Context: an optimization exercise on an open-source flow, tuned for small area, a short achievable clock period and few clock cycles per item. The choices shown serve that exercise and are no tape-out recipe. At most, simulation tests tie the RTL to the original design; equivalence was not proved. Power is estimated from default activity; no workload was simulated.

// bin2BCD
module bin2BCD(
    input           clk,
    input           rst,
    input           en,
    input   [11:0]  bin_d_in,
    output  [15:0]  bcd_d_out,
    output          rdy
    );
For scale: roughly 210 cells after synthesis, about 16 flip-flops.
export LEC_CHECK = 0
export ABC_AREA = 1
export CAP_MARGIN = 20
export CORE_MARGIN = 2
export CORE_UTILIZATION = 40
export PLACE_DENSITY = 0.95
export SLEW_MARGIN = 20
create_clock -name core_clock -period 5.0 [get_ports {clk}]
standard.sh (not shown) runs the stock make flow with config.mk's settings and CLKGATE_MAP_FILE= SYNTH_SCRIPT=/design/flow/synth_recipe.tcl, a recipe that flattens the netlist after the stock synthesis.
==> flow/flow/run.sh <==
#!/bin/bash
# Standard ORFS layout with two changes: the port buffers are buf_1, and
# synthesis maps the logic with the ABC script in flow/abc_area.script (a variant of ORFS's area script)
# (a copy of ORFS's scripts folder with only that file replaced).
set -euo pipefail
export BUFFER_PORTS_ARGS="-buffer_cell sky130_fd_sc_hd__buf_1"
rm -rf scripts_mod
cp -r "$FLOW_HOME/scripts" scripts_mod
cp flow/abc_area.script scripts_mod/abc_area.script
bash standard.sh SCRIPTS_DIR="$PWD/scripts_mod" synth > flow_synth.log 2>&1
bash standard.sh finish > flow_make.log 2>&1
==> flow/flow/abc_area.script <==
strash
dch
if -K 4
mfs -W 8
strash
dch
map -B 0.9
topo
stime -c
buffer -c
upsize -c
dnsize -c
The starting point produced a clean layout.
Testbench counts at the start, summed over its fixed seeds: cycles 8,000, items 4,000.
Next try:
==> flow/flow/run.sh (replaced) <==
#!/bin/bash
# Standard ORFS layout, with the smallest buffer (buf_1) as the port buffer.
set -euo pipefail
export BUFFER_PORTS_ARGS="-buffer_cell sky130_fd_sc_hd__buf_1"
bash standard.sh finish > flow_make.log 2>&1
ABC_AREA = unset   (was 1)
PLACE_DENSITY = unset   (was 0.95)
removed: flow/flow/abc_area.script
Count of clock-buffer cells in the layout is unchanged. Synthesized area came out higher by 64%. Design area rose by 51%. Non-clock buffer count is higher by 1. Sequential cell count stays the same. Hold slack gets better by 0.029 ns. Sequential share of layout area is lower by 7.8 points. Utilization fell by 2.9 points.
Next try:
==> flow/flow/run.sh (replaced) <==
#!/bin/bash
# Standard ORFS layout with two changes: the port buffers are buf_1, and
# synthesis maps the logic with the ABC script in flow/abc_area.script (a variant of ORFS's area script)
# (a copy of ORFS's scripts folder with only that file replaced).
set -euo pipefail
export BUFFER_PORTS_ARGS="-buffer_cell sky130_fd_sc_hd__buf_2"
rm -rf scripts_mod
cp -r "$FLOW_HOME/scripts" scripts_mod
cp flow/abc_area.script scripts_mod/abc_area.script
bash standard.sh SCRIPTS_DIR="$PWD/scripts_mod" synth > flow_synth.log 2>&1
bash standard.sh finish > flow_make.log 2>&1
==> flow/flow/abc_area.script (new file) <==
strash
dch
if -K 4
mfs -W 8
strash
dch
map -B 0.9
topo
stime -c
buffer -c
upsize -c
dnsize -c
ABC_AREA = 1   (was unset)
PLACE_DENSITY = 0.8   (was unset)
=> Via count fell by 31%. Worst setup slack gains 0.87 ns. Total power rose by 14%. Utilization rose by 4.6 points. Worst hold slack loses 0.029 ns. Final area fell by 31%. Critical path depth rose by 20. Die area fell by 37%.
Next try:
==> flow/flow/run.sh (replaced) <==
#!/bin/bash
# Standard ORFS layout, with the smallest buffer (buf_1) as the port buffer.
set -euo pipefail
export BUFFER_PORTS_ARGS="-buffer_cell sky130_fd_sc_hd__buf_1"
bash standard.sh finish > flow_make.log 2>&1
PLACE_DENSITY = unset   (was 0.8)
SETUP_SLACK_MARGIN = 2.4   (was unset)
removed: flow/flow/abc_area.script
=> Synthesized area goes up by about 8%; global-route usage is higher by 0.83 points; wire length came out higher by about 24%; first-iteration DRC count goes down by about 16%; core utilization climbs by 14 points; maximum frequency rises by 1.0%; sequential power grows by about 4%.
Next try:
==> flow/flow/run.sh (replaced) <==
#!/bin/bash
# Standard ORFS layout with two changes: the port buffers are buf_1, and
# synthesis maps the logic with the ABC script in flow/abc_area.script (a variant of ORFS's area script)
# (a copy of ORFS's scripts folder with only that file replaced).
set -euo pipefail
export BUFFER_PORTS_ARGS="-buffer_cell sky130_fd_sc_hd__buf_1"
export CTS_ARGS="-sink_clustering_enable -repair_clock_nets -sink_clustering_size 20 -sink_clustering_max_diameter 200 -sink_buffer_max_cap_derate 1.0 -root_buf sky130_fd_sc_hd__clkbuf_8 -buf_list sky130_fd_sc_hd__clkbuf_8"
rm -rf scripts_mod
cp -r "$FLOW_HOME/scripts" scripts_mod
cp flow/abc_area.script scripts_mod/abc_area.script
bash standard.sh SCRIPTS_DIR="$PWD/scripts_mod" synth > flow_synth.log 2>&1
bash standard.sh finish > flow_make.log 2>&1
==> flow/flow/abc_area.script (new file) <==
strash
dch
if -K 4
mfs -W 8
strash
dch
map -B 0.9
topo
stime -c
buffer -c
upsize -c
dnsize -c
SETUP_SLACK_MARGIN = unset   (was 2.4)
- The new run produced a clean layout
- via count goes down by roughly a tenth
- critical path depth goes up by 4
- design area goes down by a quarter to a third
- core utilization goes down by 15 points

========
bin2BCD, a different RTL version from the one above (not shown whole).
Size in the first run: ~210 cells after synthesis, ~14 flip-flops, ~32 I/O pins.
clock: 5.0 ns
lec_check: 0
abc_area: 1
cap_margin: 20
core_margin: 2
core_utilization: 40
slew_margin: 20
==> flow/flow/run.sh <==
#!/bin/bash
# Standard ORFS layout with two changes: the port buffers are buf_1, and
# synthesis maps the logic with the ABC script in flow/abc_area.script (ORFS's area script without its buffering and sizing steps)
# (a copy of ORFS's scripts folder with only that file replaced).
set -euo pipefail
export BUFFER_PORTS_ARGS="-buffer_cell sky130_fd_sc_hd__buf_1"
rm -rf scripts_mod
cp -r "$FLOW_HOME/scripts" scripts_mod
cp flow/abc_area.script scripts_mod/abc_area.script
bash standard.sh SCRIPTS_DIR="$PWD/scripts_mod" synth > flow_synth.log 2>&1
bash standard.sh finish > flow_make.log 2>&1
==> flow/flow/abc_area.script <==
strash
dch
map -B 0.9
topo
Edit:
==> flow/flow/run.sh (replaced) <==
#!/bin/bash
# Standard ORFS layout, with the smallest buffer (buf_1) as the port buffer.
set -euo pipefail
export BUFFER_PORTS_ARGS="-buffer_cell sky130_fd_sc_hd__buf_1"
bash standard.sh finish > flow_make.log 2>&1
removed: flow/flow/abc_area.script
The new run finished clean.
Wire length increases by 8.3%.
Sequential cell count is unchanged.
Final area increases by 7.3%.
Total power increases by 2.7%.
No run of this note included a check of the RTL's function; only the layout flow was run.

========
RTL: one of the versions met above, not the one the previous note started from.
Size in the first run: roughly 210 cells after synthesis, roughly 32 I/O pins, ~1200 µm² of cells after synthesis.
Settings: LEC_CHECK=0, ABC_AREA=1, CAP_MARGIN=20, CORE_MARGIN=2, CORE_UTILIZATION=40, SLEW_MARGIN=20; clock period 5.0 ns.
==> flow/flow/run.sh <==
#!/bin/bash
# Standard ORFS layout with two changes: the port buffers are buf_1, and
# synthesis maps the logic with the ABC script in flow/abc_area.script (a variant of ORFS's area script)
# (a copy of ORFS's scripts folder with only that file replaced).
set -euo pipefail
export BUFFER_PORTS_ARGS="-buffer_cell sky130_fd_sc_hd__buf_1"
rm -rf scripts_mod
cp -r "$FLOW_HOME/scripts" scripts_mod
cp flow/abc_area.script scripts_mod/abc_area.script
bash standard.sh SCRIPTS_DIR="$PWD/scripts_mod" synth > flow_synth.log 2>&1
bash standard.sh finish > flow_make.log 2>&1
==> flow/flow/abc_area.script <==
strash
dch
if -K 4
mfs -W 8
strash
dch
map -B 0.9
topo
stime -c
buffer -c
upsize -c
dnsize -c
Testbench counts at the start, summed over its fixed seeds: cycles 8,000, items 4,000.
Next try:
--- a/flow/flow/run.sh
+++ b/flow/flow/run.sh
@@ -6,0 +7 @@
+export SETUP_MOVE_SEQUENCE="sizeup,swap"
Settings changed: PLACE_DENSITY set to 0.8, SETUP_SLACK_MARGIN set to 2.3, TNS_END_PERCENT set to 0.
What happened: The new run ran to the end with no violations; routed wire length went up by roughly a tenth; final area went up by roughly a tenth; final cell count went down slightly.
Next try:
--- a/flow/flow/run.sh
+++ b/flow/flow/run.sh
@@ -7 +6,0 @@
-export SETUP_MOVE_SEQUENCE="sizeup,swap"
Settings changed: CORE_UTILIZATION 40 to 70, PLACE_DENSITY 0.8 to unset, SETUP_SLACK_MARGIN 2.3 to unset, TNS_END_PERCENT 0 to unset.
Cell count goes down by about 5.5%; power stays flat; area after synthesis does not change; die area fell by about 40%; non-clock buffer count does not change; cell area drops by about 11%.
Next try:
==> flow/run.sh (new file) <==
#!/bin/bash
# synth_recipe.tcl (not shown) runs the flow's synth.tcl, then flattens the netlist and writes it again
# the make line also repeats each setting of config.mk as NAME=value (left out here)
make -C /OpenROAD-flow-scripts/flow DESIGN_CONFIG=/design/flow/config.mk WORK_HOME=/design/flow/orfs CLKGATE_MAP_FILE= SYNTH_SCRIPT=/design/flow/synth_recipe.tcl finish
Settings changed: CORE_UTILIZATION 70 to 40.
removed: flow/flow/run.sh
removed: flow/flow/abc_area.script
removed: flow/standard.sh
After rerunning: Final cell count climbs by roughly a tenth. Worst setup slack got worse by 490 ps. Design area grows by about a fifth. Clock power fell by about a fifth. Routed wire length is higher by about a fifth. Critical path depth goes down by 2. Sequential power barely changes. Die area rose by well over a third.
Next try:
==> flow/flow/run.sh (new file) <==
#!/bin/bash
# Standard ORFS layout with two changes: the port buffers are buf_1, and
# synthesis maps the logic with the ABC script in flow/abc_area.script (a variant of ORFS's area script)
# (a copy of ORFS's scripts folder with only that file replaced).
set -euo pipefail
export BUFFER_PORTS_ARGS="-buffer_cell sky130_fd_sc_hd__buf_1"
rm -rf scripts_mod
cp -r "$FLOW_HOME/scripts" scripts_mod
cp flow/abc_area.script scripts_mod/abc_area.script
bash standard.sh SCRIPTS_DIR="$PWD/scripts_mod" synth > flow_synth.log 2>&1
bash standard.sh finish > flow_make.log 2>&1
==> flow/flow/abc_area.script (new file) <==
strash
dch
if -K 4
mfs -W 10 -a
strash
dch
map -B 0.9
topo
stime -c
upsize -c
dnsize -c
==> flow/standard.sh (new file) <==
#!/bin/bash
# synth_recipe.tcl (not shown) runs the flow's synth.tcl, then flattens the netlist and writes it again
# the make line also repeats each setting of config.mk as NAME=value (left out here)
make -C /OpenROAD-flow-scripts/flow DESIGN_CONFIG=/design/flow/config.mk WORK_HOME=/design/flow/orfs CLKGATE_MAP_FILE= SYNTH_SCRIPT=/design/flow/synth_recipe.tcl "${@:-finish}"
removed: flow/run.sh
Effect: The changed run ran to the end with no violations; sequential cell count is unchanged; routed wire length fell by about a fifth; core utilization falls by 6.6 points; setup slack improved by 450 ps; via count is lower by a few percent; final area went down by roughly a tenth; synthesized cell count is lower slightly; count of clock-buffer cells in the layout does not change.

-- afterwards: timing with drivers on the ports --
Ports are ideal in the flow. The routed layouts listed here were re-timed in OpenROAD. Step 1 (the two cells are an assumption about what drives the block):
set clk [get_ports {clk}]
set_driving_cell -lib_cell sky130_fd_sc_hd__clkbuf_16 $clk
set_driving_cell -lib_cell sky130_fd_sc_hd__buf_2 [delete_from_list [all_inputs] $clk]
Step 2, shift: input delay + t, output delay - t, t = (earliest + latest rising clock arrival at the registers) / 2. This alone moves slack from input paths to output paths. Three values: ideal, step 1, step 2; two values: the first two.
run	shift t [ns]	setup slack, ns	hold WS [ns]	worst setup path at the end	slew at the worst register clock pin (ns)
the first run of note 1	0.291	2.074 / 2.070 / 1.779	0.816 / 0.816 / 1.107	input to register	0.08 / 0.08
the second run of note 1	0.268	1.262 / 1.259 / 0.991	0.844 / 0.842 / 1.110	input to register	0.05 / 0.05
the third run of note 1	0.297	2.129 / 2.108 / 1.833	0.815 / 0.816 / 1.113	input to register	0.08 / 0.08
the fourth run of note 1	0.298	2.159 / 2.130 / 1.832	0.800 / 0.802 / 1.100	input to register	0.09 / 0.09
the fifth run of note 1	0.266	2.065 / 2.068 / 1.802	0.844 / 0.841 / 1.107	input to register	0.06 / 0.06
the first run of note 2	0.300	0.565 / 0.543 / 0.727	0.812 / 0.821 / 1.121	input to register	0.08 / 0.08
the second run of note 2	0.287	0.625 / 0.605 / 0.892	0.818 / 0.833 / 1.120	register to output	0.08 / 0.08
the first run of note 3	0.292	2.103 / 2.102 / 1.810	0.808 / 0.809 / 1.101	input to register	0.09 / 0.09
the second run of note 3	0.280	2.221 / 2.188 / 1.908	0.822 / 0.827 / 1.108	input to register	0.08 / 0.08
the third run of note 3	0.298	2.099 / 2.082 / 1.794	0.801 / 0.808 / 1.106	input to register	0.08 / 0.08
the fourth run of note 3	0.301	1.604 / 1.598 / 1.297	1.157 / 1.154 / 1.456	input to register	0.08 / 0.08
the fifth run of note 3	0.290	2.055 / 2.035 / 1.871	0.811 / 0.814 / 1.104	input to register	0.08 / 0.08
After both steps every run listed still meets setup and hold. The setup slack of the fourth run of note 1, which loses most, moves by -0.029 ns with the drivers and by -0.327 ns with both steps.
